Background: an optimization exercise with open tools, aiming at small area and a short achievable clock period. Do not read the settings as production practice.
No activity file was given, so power comes from the tool's default toggle rates.

==> inputs of run K <==
## datapathB_behavioral
module datapathB_behavioral
  #(parameter WLx = 8, parameter WLc = 8)
  ( input signed [WLx-1:0] x,
    input signed [WLc-1:0] a, b, c,
    input CLK,
    output signed [(WLx+WLc+WLc)+1:0] outR
  );
  reg [7:0] x1, c1, c2; reg [8:0] w1;
  reg [11:0] ex2;
  reg [15:0] y2; reg [33:0] t1r;
  reg [4:0] zlo3; reg [17:0] zA3, zB3; reg cyk3, clo3; reg [3:0] wh3; reg [22:0] z4;
  wire [11:0] ex0 = {x[7], ((x[7] & ~x[6] & ~x[5]) | (~x[7] & x[6] & x[5])), (x[6] ^ x[5]), x[5], ((x[5] & ~x[4] & ~x[3]) | (~x[5] & x[4] & x[3])), (x[4] ^ x[3]), x[3], ((x[3] & ~x[2] & ~x[1]) | (~x[3] & x[2] & x[1])), (x[2] ^ x[1]), x[1], (x[1] & ~x[0]), x[0]};
  wire [11:0] ex1 = {x1[7], ((x1[7] & ~x1[6] & ~x1[5]) | (~x1[7] & x1[6] & x1[5])), (x1[6] ^ x1[5]), x1[5], ((x1[5] & ~x1[4] & ~x1[3]) | (~x1[5] & x1[4] & x1[3])), (x1[4] ^ x1[3]), x1[3], ((x1[3] & ~x1[2] & ~x1[1]) | (~x1[3] & x1[2] & x1[1])), (x1[2] ^ x1[1]), x1[1], (x1[1] & ~x1[0]), x1[0]};
  wire m_1;
  wire m_2;
  wire m_3;
  wire m_4;
  wire m_5;
  wire m_6;
  wire m_7;
  wire m_8;
  wire m_9;
  wire m_10;
  wire m_11;
  wire m_12;
  wire m_13;
  wire m_14;
  wire m_15;
  wire m_16;
  wire m_17;
  wire m_18;
  wire m_19;
  wire m_20;
  wire m_21;
  wire m_22;
  wire m_23;
  wire m_24;
  wire m_25;
  wire m_26;
  wire m_27;
  wire m_28;
  wire m_29;
  wire m_30;
  wire m_31;
  wire m_32;
  wire m_33;
  wire m_34;
  wire m_35;
  wire m_36;
  wire m_37;
  wire m_38;
  wire m_39;
  wire m_40;
  wire m_41;
  wire m_42;
  wire m_43;
  wire m_44;
  wire n_1;
  wire n_2;
  wire n_3;
  wire n_4;
  wire n_5;
  wire n_6;
  wire n_7;
  wire n_8;
  wire n_9;
  wire n_10;
  wire n_11;
  wire n_12;
  wire n_13;
  ...
==> flow/config.mk <==
export PLATFORM = sky130hd
export DESIGN_NAME = datapathB_behavioral
export DESIGN_NICKNAME = datapathB_behavioral
export VERILOG_FILES = /design/flow/design.v
export SDC_FILE = /design/flow/constraint.sdc
export NUM_CORES = 4
export LEC_CHECK = 0
export ABC_AREA = 1
export CAP_MARGIN = 20
export CORE_MARGIN = 2
export CORE_UTILIZATION = 40
export CTS_BUF_LIST = sky130_fd_sc_hd__clkbuf_8
export CTS_CLUSTER_SIZE = 40
export SETUP_SLACK_MARGIN = 3.5
export SLEW_MARGIN = 20
==> flow/constraint.sdc <==
create_clock -name core_clock -period 6.0 [get_ports {CLK}]
set_input_delay 1.2000 -clock core_clock [delete_from_list [all_inputs] [get_ports {CLK}]]
set_output_delay 1.2000 -clock core_clock [all_outputs]
set_load 0.01 [all_outputs]
standard.sh (not shown) runs the stock make flow with config.mk's settings and CLKGATE_MAP_FILE= SYNTH_SCRIPT=/design/flow/synth_recipe.tcl, a recipe that flattens the netlist after the stock synthesis.
==> flow/flow/run.sh <==
#!/bin/bash
# Standard ORFS layout (standard.sh) with two changes: every port gets a buf_2 as its port
# buffer instead of the delay buffer that buffer_ports picks by default, and Yosys's synth
# skips its generic ABC pass before full adders are extracted (SYNTH_ARGS=-noabc).
set -euo pipefail
export BUFFER_PORTS_ARGS="-buffer_cell sky130_fd_sc_hd__buf_2"
export SYNTH_ARGS="-noabc"
bash standard.sh > standard_flow.log 2>&1
==> run Y (differences from run K) <==
--- a/flow/design.v
+++ b/flow/design.v
@@ -3,17 +3,17 @@
   ( input signed [WLx-1:0] x,
     input signed [WLc-1:0] a, b, c,
     input CLK,
     output signed [(WLx+WLc+WLc)+1:0] outR
   );
   reg [7:0] x1, c1, c2; reg [8:0] w1;
   reg [11:0] ex2;
   reg [15:0] y2; reg [33:0] t1r;
-  reg [4:0] zlo3; reg [17:0] zA3, zB3; reg cyk3, clo3; reg [3:0] wh3; reg [22:0] z4;
+  reg [6:0] zlo3; reg [15:0] zA3, zB3; reg cyk3, clo3; reg [1:0] wh3; reg [22:0] z4;
   wire [11:0] ex0 = {x[7], ((x[7] & ~x[6] & ~x[5]) | (~x[7] & x[6] & x[5])), (x[6] ^ x[5]), x[5], ((x[5] & ~x[4] & ~x[3]) | (~x[5] & x[4] & x[3])), (x[4] ^ x[3]), x[3], ((x[3] & ~x[2] & ~x[1]) | (~x[3] & x[2] & x[1])), (x[2] ^ x[1]), x[1], (x[1] & ~x[0]), x[0]};
   wire [11:0] ex1 = {x1[7], ((x1[7] & ~x1[6] & ~x1[5]) | (~x1[7] & x1[6] & x1[5])), (x1[6] ^ x1[5]), x1[5], ((x1[5] & ~x1[4] & ~x1[3]) | (~x1[5] & x1[4] & x1[3])), (x1[4] ^ x1[3]), x1[3], ((x1[3] & ~x1[2] & ~x1[1]) | (~x1[3] & x1[2] & x1[1])), (x1[2] ^ x1[1]), x1[1], (x1[1] & ~x1[0]), x1[0]};
   wire m_1;
   wire m_2;
   wire m_3;
   wire m_4;
   wire m_5;
   wire m_6;
@@ -46,20 +46,16 @@
   wire m_33;
   wire m_34;
   wire m_35;
   wire m_36;
   wire m_37;
   wire m_38;
   wire m_39;
   wire m_40;
-  wire m_41;
-  wire m_42;
-  wire m_43;
-  wire m_44;
   wire n_1;
   wire n_2;
   wire n_3;
   wire n_4;
   wire n_5;
   wire n_6;
   wire n_7;
   wire n_8;
@@ -410,65 +406,60 @@
     assign m_5 = t1r[12] ^ t1r[13] ^ t1r[14];
     assign m_6 = (t1r[12] & t1r[13]) | (t1r[12] & t1r[14]) | (t1r[13] & t1r[14]);
     assign m_7 = t1r[15] ^ t1r[16] ^ t1r[17];
     assign m_8 = (t1r[15] & t1r[16]) | (t1r[15] & t1r[17]) | (t1r[16] & t1r[17]);
     assign m_9 = t1r[18] ^ t1r[19] ^ t1r[20];
     assign m_10 = (t1r[18] & t1r[19]) | (t1r[18] & t1r[20]) | (t1r[19] & t1r[20]);
     assign m_11 = t1r[21] ^ t1r[22] ^ t1r[23];
     assign m_12 = (t1r[21] & t1r[22]) | (t1r[21] & t1r[23]) | (t1r[22] & t1r[23]);
-    assign m_13 = t1r[24] ^ t1r[25] ^ t1r[26];
-    assign m_14 = (t1r[24] & t1r[25]) | (t1r[24] & t1r[26]) | (t1r[25] & t1r[26]);
+    assign m_13 = t1r[24] ^ t1r[25];
+    assign m_14 = t1r[24] & t1r[25];
     assign m_15 = t1r[27] ^ t1r[28] ^ t1r[29];
     assign m_16 = (t1r[27] & t1r[28]) | (t1r[27] & t1r[29]) | (t1r[28] & t1r[29]);
-    assign m_17 = t1r[30] ^ t1r[31];
-    assign m_18 = t1r[30] & t1r[31];
-    assign m_19 = t1r[2] ^ t1r[3];
-    assign m_20 = t1r[2] & t1r[3];
-    assign m_21 = t1r[4] ^ t1r[5] ^ W1[3];
-    assign m_22 = (t1r[4] & t1r[5]) | (t1r[4] & W1[3]) | (t1r[5] & W1[3]);
-    assign m_23 = t1r[8] ^ W1[4] ^ m_1;
-    assign m_24 = (t1r[8] & W1[4]) | (t1r[8] & m_1) | (W1[4] & m_1);
-    assign m_25 = W1[5] ^ m_3 ^ m_2;
-    assign m_26 = (W1[5] & m_3) | (W1[5] & m_2) | (m_3 & m_2);
-    assign m_27 = W1[6] ^ m_5 ^ m_4;
-    assign m_28 = (W1[6] & m_5) | (W1[6] & m_4) | (m_5 & m_4);
-    assign m_29 = W1[7] ^ m_7 ^ m_6;
-    assign m_30 = (W1[7] & m_7) | (W1[7] & m_6) | (m_7 & m_6);
-    assign m_31 = W1[8] ^ m_9 ^ m_8;
-    assign m_32 = (W1[8] & m_9) | (W1[8] & m_8) | (m_9 & m_8);
-    assign m_33 = W1[9] ^ m_11 ^ m_10;
-    assign m_34 = (W1[9] & m_11) | (W1[9] & m_10) | (m_11 & m_10);
-    assign m_35 = W1[10] ^ m_13 ^ m_12;
-    assign m_36 = (W1[10] & m_13) | (W1[10] & m_12) | (m_13 & m_12);
-    assign m_37 = W1[11] ^ m_15 ^ m_14;
-    assign m_38 = (W1[11] & m_15) | (W1[11] & m_14) | (m_15 & m_14);
-    assign m_39 = W1[12] ^ m_17 ^ m_16;
-    assign m_40 = (W1[12] & m_17) | (W1[12] & m_16) | (m_17 & m_16);
-    assign m_41 = t1r[32] ^ W1[13] ^ m_18;
-    assign m_42 = (t1r[32] & W1[13]) | (t1r[32] & m_18) | (W1[13] & m_18);
-    assign m_43 = t1r[33] ^ W1[14];
-    assign m_44 = t1r[33] & W1[14];
+    assign m_17 = t1r[2] ^ t1r[3];
+    assign m_18 = t1r[2] & t1r[3];
+    assign m_19 = t1r[4] ^ t1r[5] ^ w1[3];
+    assign m_20 = (t1r[4] & t1r[5]) | (t1r[4] & w1[3]) | (t1r[5] & w1[3]);
+    assign m_21 = t1r[8] ^ w1[4] ^ m_1;
+    assign m_22 = (t1r[8] & w1[4]) | (t1r[8] & m_1) | (w1[4] & m_1);
+    assign m_23 = w1[5] ^ m_3 ^ m_2;
+    assign m_24 = (w1[5] & m_3) | (w1[5] & m_2) | (m_3 & m_2);
+    assign m_25 = w1[6] ^ m_5 ^ m_4;
+    assign m_26 = (w1[6] & m_5) | (w1[6] & m_4) | (m_5 & m_4);
+    assign m_27 = w1[7] ^ m_7 ^ m_6;
+    assign m_28 = (w1[7] & m_7) | (w1[7] & m_6) | (m_7 & m_6);
+    assign m_29 = ~w1[8] ^ m_9 ^ m_8;
+    assign m_30 = (~w1[8] & m_9) | (~w1[8] & m_8) | (m_9 & m_8);
+    assign m_31 = 1'b1 ^ m_11 ^ m_10;
+    assign m_32 = (1'b1 & m_11) | (1'b1 & m_10) | (m_11 & m_10);
+    assign m_33 = t1r[26] ^ m_13 ^ m_12;
+    assign m_34 = (t1r[26] & m_13) | (t1r[26] & m_12) | (m_13 & m_12);
+    assign m_35 = 1'b1 ^ m_15 ^ m_14;
+    assign m_36 = (1'b1 & m_15) | (1'b1 & m_14) | (m_15 & m_14);
+    assign m_37 = t1r[30] ^ t1r[31] ^ m_16;
+    assign m_38 = (t1r[30] & t1r[31]) | (t1r[30] & m_16) | (t1r[31] & m_16);
+    assign m_39 = t1r[32] ^ 1'b1;
+    assign m_40 = t1r[32] & 1'b1;
   wire [33:0] t1w = {n_36, n_35, n_34, n_27, n_46, n_33, n_26, n_44, n_45, n_32, n_42, n_43, n_31, n_40, n_41, n_30, n_38, n_39, n_29, n_37, n_28, n_21, n_20, n_13, n_6, n_19, n_12, n_5, n_11, n_4, n_10, n_3, n_2, n_1};
   wire [22:0] zA = {n_114, n_113, n_173, n_171, n_169, n_167, n_165, n_163, n_161, n_159, n_157, n_155, n_153, n_151, n_149, n_147, n_145, n_143, n_81, n_50, n_49, n_48, n_47};
   wire [22:0] zB = {1'b0, n_174, n_172, n_170, n_168, n_166, n_164, n_162, n_160, n_158, n_156, n_154, n_152, n_150, n_148, n_146, n_144, n_142, n_141, n_65, n_64, 1'b0, 1'b0};
   wire [8:0] w0 = {b[7], b} + {2'b00, {ex0[11], 1'b0, ex0[8], 1'b0, ex0[5], 1'b0, ex0[2]}};
   wire [8:0] w2 = {c2[7], c2} + {2'b00, {ex2[11], 1'b0, ex2[8], 1'b0, ex2[5], 1'b0, ex2[2]}};
   wire [15:0] W1 = {{7{w1[8]}}, w1} + 16'd43776;
-  wire [4:0] Wl = w2[4:0];
-  wire [4:0] ls = zA[4:0] ^ zB[4:0] ^ Wl;
-  wire [4:0] lc = (zA[4:0] & zB[4:0]) | (zA[4:0] & Wl) | (zB[4:0] & Wl);
-  wire [5:0] lo = ls + {lc[3:0], 1'b0};
-  wire [22:0] W2f = {{14{wh3[3]}}, wh3, 5'd0} + 23'd2818048;
-  wire [17:0] Wh = W2f[22:5];
-  wire [17:0] hs = zA3 ^ zB3 ^ Wh;
-  wire [17:0] hc = (zA3 & zB3) | (zA3 & Wh) | (zB3 & Wh);
-  wire [18:0] hsum = {hs, 1'b1} + {hc[16:0], cyk3, clo3};
-  wire [15:0] yS = {W1[15], m_43, m_41, m_39, m_37, m_35, m_33, m_31, m_29, m_27, m_25, m_23, m_21, W1[2], t1r[1], t1r[0]};
-  wire [15:0] yT = {m_44, m_42, m_40, m_38, m_36, m_34, m_32, m_30, m_28, m_26, m_24, m_22, m_20, m_19, W1[1], W1[0]};
+  wire [6:0] Wl = w2[6:0];
+  wire [6:0] ls = zA[6:0] ^ zB[6:0] ^ Wl;
+  wire [6:0] lc = (zA[6:0] & zB[6:0]) | (zA[6:0] & Wl) | (zB[6:0] & Wl);
+  wire [7:0] lo = ls + {lc[5:0], 1'b0};
+  wire [15:0] Wh = {1'b0, 1'b1, 1'b0, 1'b1, 1'b0, 1'b1, ~wh3[1], wh3[1], wh3[1], wh3[1], wh3[1], wh3[1], wh3[1], wh3[1], wh3[1], wh3[0]};
+  wire [15:0] hs = zA3 ^ zB3 ^ Wh;
+  wire [15:0] hc = (zA3 & zB3) | (zA3 & Wh) | (zB3 & Wh);
+  wire [16:0] hsum = {hs, 1'b1} + {hc[14:0], cyk3, clo3};
+  wire [15:0] yS = {1'b1, t1r[33], m_39, m_37, m_35, m_33, m_31, m_29, m_27, m_25, m_23, m_21, m_19, w1[2], t1r[1], t1r[0]};
+  wire [15:0] yT = {1'b0, m_40, m_38, m_36, m_34, m_32, m_30, m_28, m_26, m_24, m_22, m_20, m_18, m_17, w1[1], w1[0]};
   always @(posedge CLK) begin
     x1 <= x; w1 <= w0; c1 <= c; t1r <= t1w;
     ex2 <= ex1; c2 <= c1; y2 <= yS + yT;
-    zlo3 <= lo[4:0]; clo3 <= lo[5]; cyk3 <= lc[4]; wh3 <= w2[8:5]; zA3 <= zA[22:5]; zB3 <= zB[22:5];
-    z4 <= {hsum[18:1], zlo3};
+    zlo3 <= lo[6:0]; clo3 <= lo[7]; cyk3 <= lc[6]; wh3 <= w2[8:7]; zA3 <= zA[22:7]; zB3 <= zB[22:7];
+    z4 <= {hsum[16:1], zlo3};
   end
   assign outR = {{3{z4[22]}}, z4};
 endmodule
==> run notes <==
In run Y the via count is higher than in run K, by about 10%. Sequential power: run K is higher than run Y (about 4%). Critical path depth: run K is higher than run Y (2). Clock-buffer cell count is the same in run Y and run K. Between run K and run Y, the lower sequential share of layout area is in run Y (gap 1.8 points). Between run K and run Y, the lower non-clock buffer count is in run K (gap 8). Between run Y and run K, the lower die area is in run K (gap 3.0%, measured against run K). Of run K and run Y, run Y has the higher synthesized cell count (gap 12%, measured against run Y). Run K passed the timing, design-rule and antenna checks. Run Y completed without violations.
No run of this note included a check of the RTL's function; only the layout flow was run.

[what the ideal ports hide]
How much do the figures lean on ideal ports? The routed layouts below were timed once more, with nothing changed but the port constraints. Step 1 assumes that a clkbuf_16 drives the clock port and a buf_2 every other input. Step 2 also shifts input and output timing later by t, the mid clock arrival at the registers, as if the neighbouring blocks saw the same clock. Three values: no drivers, after step 1, after step 2; two values: the first two.
run	t, ns	setup slack, ns	worst slew at a driven data input, ns
run K	0.496	3.553 / 3.553 / 3.097	0.04
run Y	0.492	3.470 / 3.470 / 3.161	0.04
After both steps setup and hold are still met in every run listed. The setup slack of run K, which loses most, moves by 0.000 ns with the drivers and by -0.456 ns with both steps.
